This design comes from an exercise in tuning for small area, a short achievable clock period and few clock cycles on the open sky130 flow, not from production work. RTL that was checked went through simulation tests only; none was proved equivalent to the original. Power figures rest on the tool's default switching activity, not on a simulated workload.

## axi4_mgr
module axi4_mgr # (
  parameter unsigned AXI4_ADDR_WIDTH    = 32,
  parameter unsigned AXI4_DATA_WIDTH    = 64,
  parameter unsigned AXI_XSIZE         = (AXI4_DATA_WIDTH / 8),
  parameter unsigned DATA_COUNT_WIDTH  =  8
) (
  input  logic                         clk_i,
  input  logic                         rstn_i,
  input  logic [                2-1:0] req_i,
  input  logic [  AXI4_ADDR_WIDTH-1:0] axi_wr_addr_i,
  input  logic [  AXI4_ADDR_WIDTH-1:0] axi_rd_addr_i,
  input  logic                         wr_fifo_gnt_i,
  input  logic                         rd_fifo_req_i,
  input  logic [  AXI4_DATA_WIDTH-1:0] wr_fifo_data_i,
  input  logic [ DATA_COUNT_WIDTH-1:0] wr_data_count_i,
  input  logic [ DATA_COUNT_WIDTH-1:0] rd_data_count_i,
  output logic [                2-1:0] busy_o,    
  output logic [                2-1:0] wr_err_o,  
  output logic [                2-1:0] rd_err_o,  
  output logic                         wr_fifo_req_o,
  output logic                         rd_fifo_gnt_o,
  output logic [  AXI4_DATA_WIDTH-1:0] rd_fifo_data_o,
  output logic [  AXI4_ADDR_WIDTH-1:0] m_axi_aw_addr,
  output logic [                8-1:0] m_axi_aw_len,
  output logic [                3-1:0] m_axi_aw_size,
  output logic [                2-1:0] m_axi_aw_burst,
  output logic                         m_axi_aw_valid,
  input  logic                         m_axi_aw_ready,
  output logic [  AXI4_DATA_WIDTH-1:0] m_axi_w_data,
  output logic [AXI4_DATA_WIDTH/8-1:0] m_axi_w_strb,
  output logic                         m_axi_w_last,
  output logic                         m_axi_w_valid,
  input  logic                         m_axi_w_ready,
  input  logic [                2-1:0] m_axi_b_resp,
  input  logic                         m_axi_b_valid,
  output logic                         m_axi_b_ready,
  output logic [  AXI4_ADDR_WIDTH-1:0] m_axi_ar_addr,
  output logic [                8-1:0] m_axi_ar_len,
  output logic [                3-1:0] m_axi_ar_size,
  output logic [                2-1:0] m_axi_ar_burst,
  output logic                         m_axi_ar_valid,
  input  logic                         m_axi_ar_ready,
  input  logic [  AXI4_DATA_WIDTH-1:0] m_axi_r_data,
  input  logic [                2-1:0] m_axi_r_resp,
  input  logic                         m_axi_r_last,
  input  logic                         m_axi_r_valid,
  output logic                         m_axi_r_ready
);
For scale: about 84 flip-flops.
export LEC_CHECK = 0
export CAP_MARGIN = 20
export CORE_AREA = 10 10 190 190
export CTS_BUF_LIST = sky130_fd_sc_hd__clkbuf_8
export DIE_AREA = 0 0 200 200
export SETUP_SLACK_MARGIN = 2.3
export SLEW_MARGIN = 20
create_clock -name core_clock -period 4.5 [get_ports {clk_i}]
standard.sh (not shown) runs the stock make flow with config.mk's settings and CLKGATE_MAP_FILE= SYNTH_SCRIPT=/design/flow/synth_recipe.tcl, a recipe that flattens the netlist after the stock synthesis.
==> flow/flow/run.sh <==
#!/bin/bash
set -euo pipefail
export BUFFER_PORTS_ARGS="-buffer_cell sky130_fd_sc_hd__buf_1"
export SKIP_REPAIR_TIE_FANOUT=1
export CTS_ARGS="-sink_clustering_enable -repair_clock_nets -dont_use_dummy_load -buf_list {sky130_fd_sc_hd__clkbuf_2 sky130_fd_sc_hd__clkbuf_4 sky130_fd_sc_hd__clkbuf_8}"
bash standard.sh finish > orfs_make.log 2>&1
Testbench counts at the start, summed over its fixed seeds: cycles 38,180.
Then changed:
==> flow/flow/run.sh (replaced) <==
#!/bin/bash
# Standard ORFS layout, with the port buffers made from the small buf_1 cell
# instead of the delay buffer buffer_ports picks by default.
set -euo pipefail
export BUFFER_PORTS_ARGS="-buffer_cell sky130_fd_sc_hd__buf_1"
bash standard.sh finish > orfs_make.log 2>&1
ABC_AREA = 1   (was unset)
SETUP_SLACK_MARGIN = unset   (was 2.3)
Via count went up by roughly a tenth.
Wire length came out higher by roughly a tenth.
Sequential power came out lower by a few percent.
Worst setup slack is worse by 0.13 ns.
Core utilization came out higher by 0.63 points.
Global-route usage goes up by 0.73 points.
Power increases by a few percent.
Final area goes up by a few percent.
Non-clock buffer count is higher by 1.
Die area does not change.
Clock power is higher by well over a third.
Then changed:
ABC_AREA = unset   (was 1)
SETUP_SLACK_MARGIN = 2.6   (was unset)
Effect: The new run completed with no timing, DRC or antenna violations; non-clock buffer count rose by 6; flip-flop and latch count is unchanged; worst hold slack gets worse by 0.018 ns; clock-buffer cell count increases by 2; cell area climbs by a few percent.
Then changed:
CORE_AREA = 5 5 115 115   (was 10 10 190 190)
DIE_AREA = 0 0 120 120   (was 0 0 200 200)
SETUP_SLACK_MARGIN = unset   (was 2.6)
Outcome: Now the flow stopped in I/O pin placement (3_2_place_iop). Synthesized area stays the same. Synthesized cell count stays the same.

* * *

Another version of the RTL of axi4_mgr (not shown whole).
Size in the first run: ~83 flip-flops, about 0.0042 sq mm of cells after synthesis.
==> flow/config.mk <==
export PLATFORM = sky130hd
export DESIGN_NAME = axi4_mgr
export DESIGN_NICKNAME = axi4_mgr
export VERILOG_FILES = /design/flow/design.v
export SDC_FILE = /design/flow/constraint.sdc
export NUM_CORES = 4
export LEC_CHECK = 0
export CAP_MARGIN = 20
export CORE_AREA = 10 10 190 190
export CTS_BUF_LIST = sky130_fd_sc_hd__clkbuf_8
export DIE_AREA = 0 0 200 200
export SETUP_SLACK_MARGIN = 2.4
export SLEW_MARGIN = 20
==> flow/constraint.sdc <==
create_clock -name core_clock -period 4.5 [get_ports {clk_i}]
set_input_delay 0.9000 -clock core_clock [delete_from_list [all_inputs] [get_ports {clk_i}]]
set_output_delay 0.9000 -clock core_clock [all_outputs]
set_load 0.01 [all_outputs]
==> flow/flow/run.sh <==
#!/bin/bash
set -euo pipefail
export BUFFER_PORTS_ARGS="-buffer_cell sky130_fd_sc_hd__buf_1"
export SKIP_REPAIR_TIE_FANOUT=1
export CTS_ARGS="-sink_clustering_enable -repair_clock_nets -dont_use_dummy_load -buf_list sky130_fd_sc_hd__clkbuf_8"
bash standard.sh finish > orfs_make.log 2>&1
The starting point produced a clean layout.
Edit:
--- a/flow/config.mk
+++ b/flow/config.mk
@@ -12 +12 @@
-export SETUP_SLACK_MARGIN = 2.4
+export SETUP_SLACK_MARGIN = 2.3
=> The changed run finished with timing, DRC and antenna clean; combinational power decreases by 6.0%; die area is unchanged; worst setup slack loses 0.039 ns; core utilization decreases by 0.19 points; sequential power stays flat; final cell count decreases by 0.62%; count of clock-buffer cells in the layout stays the same; sequential cell count is unchanged.
No run of this note included a check of the RTL's function; only the layout flow was run.

-- re-timing with driven ports --
The results above use ideal ports. As a check the final layouts listed here were re-extracted and re-timed, cells and wires unchanged.
Step 1 (the two cells are an assumption about what drives the block):
set clk [get_ports {clk_i}]
set_driving_cell -lib_cell sky130_fd_sc_hd__clkbuf_16 $clk
set_driving_cell -lib_cell sky130_fd_sc_hd__buf_2 [delete_from_list [all_inputs] $clk]
Step 2 times the ports against the registers' clock, not the clock port: input delays grow and output delays shrink by t, the midpoint of the rising clock arrivals with the driver on.
Three values: no drivers, after step 1, after step 2; two values: the first two.
run | t (ns) | setup WS [ns] | clock arrival spread, ns | slew at the worst register clock pin (ns) | cell pins on the clock port's net
the first run of note 1 | 0.383 | 2.326 / 2.285 / 2.161 | 0.022 / 0.022 | 0.08 / 0.08 | 1
the second run of note 1 | 0.394 | 2.199 / 2.159 / 2.159 | 0.018 / 0.018 | 0.10 / 0.10 | 1
the third run of note 1 | 0.381 | 2.343 / 2.308 / 2.240 | 0.016 / 0.016 | 0.09 / 0.09 | 1
the first run of note 2 | 0.377 | 2.257 / 2.225 / 2.166 | 0.017 / 0.018 | 0.08 / 0.08 | 1
the second run of note 2 | 0.377 | 2.219 / 2.186 / 2.274 | 0.017 / 0.016 | 0.08 / 0.08 | 1
After both steps every run listed still meets setup and hold. For the first run of note 1, which loses most, drivers alone change the setup slack by -0.041 ns; drivers and shift together by -0.165 ns.
